From an optimization exercise on the open Yosys and OpenROAD flow, aimed at small area and a short achievable clock period; shortcuts taken in it are not production practice. Function was checked by simulation only, so behaviour that the tests miss may differ from the original.

== v5 ==
==> flow/design.v (excerpt) <==
module generic_fifo_dc(clk, rst, clr, din, we, dout, re,
			full, empty, full_n, empty_n, level );
Size: roughly 4,800 cells after synthesis, about 2,300 flip-flops, roughly 27 I/O pins, about 83,000 µm² of cells after synthesis.
==> module generic_fifo_dc, before the edit <==
module generic_fifo_dc(clk, rst, clr, din, we, dout, re,
			full, empty, full_n, empty_n, level );
parameter dw=8;
parameter aw=8;
parameter n=9;
parameter max_size = 1<<aw;
localparam la = aw/2;		 
localparam ha = aw-la;
localparam rl = aw-3;		 
localparam rh = aw-rl;
function [aw:0] inc;
	input [aw:0] a;
	integer k;
	begin
		for (k = 0; k <= aw; k = k + 1)
			inc[k] = a[k] ^ ((a & ((1 << k) - 1)) == ((1 << k) - 1));
	end
endfunction
function [aw:0] dec;
	input [aw:0] a;
	integer k;
	begin
		for (k = 0; k <= aw; k = k + 1)
			dec[k] = a[k] ^ ((a & ((1 << k) - 1)) == 0);
	end
endfunction
input			clk, rst, clr;
input	[dw-1:0]	din;
input			we;
output	[dw-1:0]	dout;
input			re;
output			full;
output			empty;
output			full_n;
output			empty_n;
output	[1:0]		level;
reg	[aw:0]		wp;
wire	[aw:0]		wp_pl1;
reg	[aw:0]		rp;
wire	[aw:0]		rp_pl1;
reg	[aw:0]		wp_s, rp_s;
reg	[aw:0]		diff_r1, diff_r2;
reg			re_r, we_r;
reg			full, empty, full_n, empty_n;
reg	[1:0]		level;
reg	[(1<<la)-1:0]	wp_lo_n;	 
reg	[(1<<ha)-1:0]	wp_hi_n;	 
reg	[aw:0]		fp;
reg	[(1<<rl)-1:0]	fp_lo;		 
reg	[(1<<rh)-1:0]	fp_hi;		 
reg			fp_av;		 
wire			fetch;
reg			fetch_r, fetch_rr;
reg	[1:0]		fidx_r, fidx_rr;
reg	[dw-1:0]	rdata_r;
wire	[dw-1:0]	rdata;
reg	[dw-1:0]	buf0, buf1, buf2, buf3;
reg	[dw-1:0]	do_reg;
assign dout = do_reg;
generic_dpram  #(aw,dw,la,rl) u0(
	.clk(		clk		),
	.wsel_lo_n(	wp_lo_n		),
	.wsel_hi_n(	wp_hi_n		),
	.di(		din		),
	.rsel_lo(	fp_lo		),
	.rsel_hi(	fp_hi		),
	.dout(		rdata		)
	);
always @(posedge clk)
	if(!rst)	wp <= {aw+1{1'b0}};
	else
	if(clr)		wp <= {aw+1{1'b0}};
	else
	if(we)		wp <= wp_pl1;
assign wp_pl1 = inc(wp);
always @(posedge clk)
	if(!rst | clr) begin
		wp_lo_n <= {{(1<<la)-1{1'b1}}, 1'b0};
		wp_hi_n <= {{(1<<ha)-1{1'b1}}, 1'b0};
	end else if(we) begin
		wp_lo_n <= {wp_lo_n[(1<<la)-2:0], wp_lo_n[(1<<la)-1]};
		if(!wp_lo_n[(1<<la)-1])
			wp_hi_n <= {wp_hi_n[(1<<ha)-2:0], wp_hi_n[(1<<ha)-1]};
	end
always @(posedge clk)
	if(!rst)	rp <= {aw+1{1'b0}};
	else
	if(clr)		rp <= {aw+1{1'b0}};
	else
	if(re)		rp <= rp_pl1;
assign rp_pl1 = inc(rp);
reg			zero_r;
wire	[aw:0]		diff_nxt;
always @(posedge clk)
	zero_r <= !rst | clr;
assign diff_nxt = zero_r ? {aw+1{1'b0}} :
		  (we_r & !re_r) ? inc(diff_r1) :
		  (re_r & !we_r) ? dec(diff_r1) : diff_r1;
assign fetch = fp_av & ~((fp[1:0] == rp[1:0]) & (fp[2] != rp[2]));
always @(posedge clk)
	if(!rst | clr) begin
		fp    <= {aw+1{1'b0}};
		fp_lo <= {{(1<<rl)-1{1'b0}}, 1'b1};
		fp_hi <= {{(1<<rh)-1{1'b0}}, 1'b1};
	end else if(fetch) begin
		fp    <= inc(fp);
		fp_lo <= {fp_lo[(1<<rl)-2:0], fp_lo[(1<<rl)-1]};
		if(fp_lo[(1<<rl)-1])
			fp_hi <= {fp_hi[(1<<rh)-2:0], fp_hi[(1<<rh)-1]};
	end
always @(posedge clk)
	if(!rst | clr)	fp_av <= 1'b0;
	else if(we)	fp_av <= 1'b1;
	else if(fetch)	fp_av <= (wp != inc(fp));
always @(posedge clk) begin
	fetch_r  <= fetch & rst & ~clr;
	fidx_r   <= fp[1:0];
	fetch_rr <= fetch_r & rst & ~clr;
	fidx_rr  <= fidx_r;
	rdata_r  <= rdata;
end
always @(posedge clk)
	if(fetch_rr)
		case(fidx_rr)
		2'd0: buf0 <= rdata_r;
		2'd1: buf1 <= rdata_r;
		2'd2: buf2 <= rdata_r;
		default: buf3 <= rdata_r;
		endcase
always @(posedge clk)
	if(fetch_rr & (fidx_rr == rp[1:0]))
		do_reg <= rdata_r;
	else
	case(rp[1:0])
	2'd0: do_reg <= buf0;
	2'd1: do_reg <= buf1;
	2'd2: do_reg <= buf2;
	default: do_reg <= buf3;
	endcase
always @(posedge clk)	wp_s <= wp;
always @(posedge clk)	rp_s <= rp;
always @(posedge clk)
	empty <= (wp_s == rp) | (re & (wp_s == rp_pl1));
always @(posedge clk)
	full <= ((wp[aw-1:0] == rp_s[aw-1:0]) & (wp[aw] != rp_s[aw])) |
	(we & (wp_pl1[aw-1:0] == rp_s[aw-1:0]) & (wp_pl1[aw] != rp_s[aw]));
always @(posedge clk)	re_r <= re;
always @(posedge clk)	diff_r1 <= diff_nxt;
always @(posedge clk)
	empty_n <= (diff_r1 < n) | ((diff_r1==n) & (re | re_r));
always @(posedge clk)	we_r <= we;
always @(posedge clk)	diff_r2 <= diff_nxt;
always @(posedge clk)
	full_n <= (diff_r2 > max_size-n) | ((diff_r2==max_size-n) & (we | we_r));
always @(posedge clk)
	level <= {2{diff_nxt[aw]}} | diff_nxt[aw-1:aw-2];
endmodule
Settings: LEC_CHECK=0, CAP_MARGIN=20, CORE_MARGIN=2, CORE_UTILIZATION=70, CTS_CLUSTER_DIAMETER=100, CTS_CLUSTER_SIZE=26, SETUP_SLACK_MARGIN=2.95, SLEW_MARGIN=20; clock period 5.0 ns.
run.sh (not shown) runs the stock make flow with config.mk's settings and CLKGATE_MAP_FILE= SYNTH_SCRIPT=/design/flow/synth_recipe.tcl, a recipe that flattens the netlist after the stock synthesis.
Inputs modified between v5 and v33:
--- a/flow/design.v
+++ b/flow/design.v
@@ -91,13 +91,12 @@
 reg	[aw:0]		fp;
 reg	[(1<<rl)-1:0]	fp_lo;		 
 reg	[(1<<rh)-1:0]	fp_hi;		 
 reg			fp_av;		 
 wire			fetch;
-reg			fetch_r, fetch_rr;
-reg	[1:0]		fidx_r, fidx_rr;
-reg	[dw-1:0]	rdata_r;
+reg			fetch_r;
+reg	[1:0]		fidx_r;
 wire	[dw-1:0]	rdata;
 reg	[dw-1:0]	buf0, buf1, buf2, buf3;
 reg	[dw-1:0]	do_reg;
 assign dout = do_reg;
 generic_dpram  #(aw,dw,la,rl) u0(
@@ -154,28 +153,22 @@
 always @(posedge clk)
 	if(!rst | clr)	fp_av <= 1'b0;
 	else if(we)	fp_av <= 1'b1;
 	else if(fetch)	fp_av <= (wp != inc(fp));
 always @(posedge clk) begin
-	fetch_r  <= fetch & rst & ~clr;
-	fidx_r   <= fp[1:0];
-	fetch_rr <= fetch_r & rst & ~clr;
-	fidx_rr  <= fidx_r;
-	rdata_r  <= rdata;
+	fetch_r <= fetch & rst & ~clr;
+	fidx_r  <= fp[1:0];
 end
 always @(posedge clk)
-	if(fetch_rr)
-		case(fidx_rr)
-		2'd0: buf0 <= rdata_r;
-		2'd1: buf1 <= rdata_r;
-		2'd2: buf2 <= rdata_r;
-		default: buf3 <= rdata_r;
+	if(fetch_r)
+		case(fidx_r)
+		2'd0: buf0 <= rdata;
+		2'd1: buf1 <= rdata;
+		2'd2: buf2 <= rdata;
+		default: buf3 <= rdata;
 		endcase
 always @(posedge clk)
-	if(fetch_rr & (fidx_rr == rp[1:0]))
-		do_reg <= rdata_r;
-	else
 	case(rp[1:0])
 	2'd0: do_reg <= buf0;
 	2'd1: do_reg <= buf1;
 	2'd2: do_reg <= buf2;
 	default: do_reg <= buf3;
### Flow results
The violation count after the first detailed-route iteration on v33 is in line with that on v5. Summary — global-route met2 utilization, v33 relative to v5: lower, by 0.36 points. Synthesized instance count of v33 falls short of that of v5 slightly. [compare] base=v5 new=v33: wire length of the first global-routing pass decreased by 3200 µm relative to the old numbers; final critical path time including I/O delays and setup shows a reduction of 0.0086 ns. In terms of sequential share of layout area, v33 and v5 differ only marginally. Comparing v33 with v5, the cell area after layout came out essentially unchanged. The clock sink count in v33 sits 11 below the value recorded for v5. Compared with v5, number of synthesized register bits in v33 decreased slightly.

[afterwards: timing with drivers on the ports]
How much do the figures lean on ideal ports? The routed layouts below were timed once more, with nothing changed but the port constraints.
Step 1 (the two cells are an assumption about what drives the block):
set clk [get_ports {clk}]
set_driving_cell -lib_cell sky130_fd_sc_hd__clkbuf_16 $clk
set_driving_cell -lib_cell sky130_fd_sc_hd__buf_2 [delete_from_list [all_inputs] $clk]
Step 2, shift: input delay + t, output delay - t, t = (earliest + latest rising clock arrival at the registers) / 2. This alone moves slack from input paths to output paths.
Three values: no drivers, after step 1, after step 2; two values: the first two.
run | t, ns | slack for setup (ns) | latest minus earliest clock arrival (ns) | pins driven straight from the clock port
v5 | 0.829 | 2.807 / 2.734 / 2.194 | 0.033 / 0.033 | 1
v33 | 0.819 | 2.816 / 2.736 / 2.199 | 0.039 / 0.040 | 1
After both steps setup and hold are still met in every run listed. For v33, which loses most, drivers alone change the setup slack by -0.080 ns; drivers and shift together by -0.617 ns.
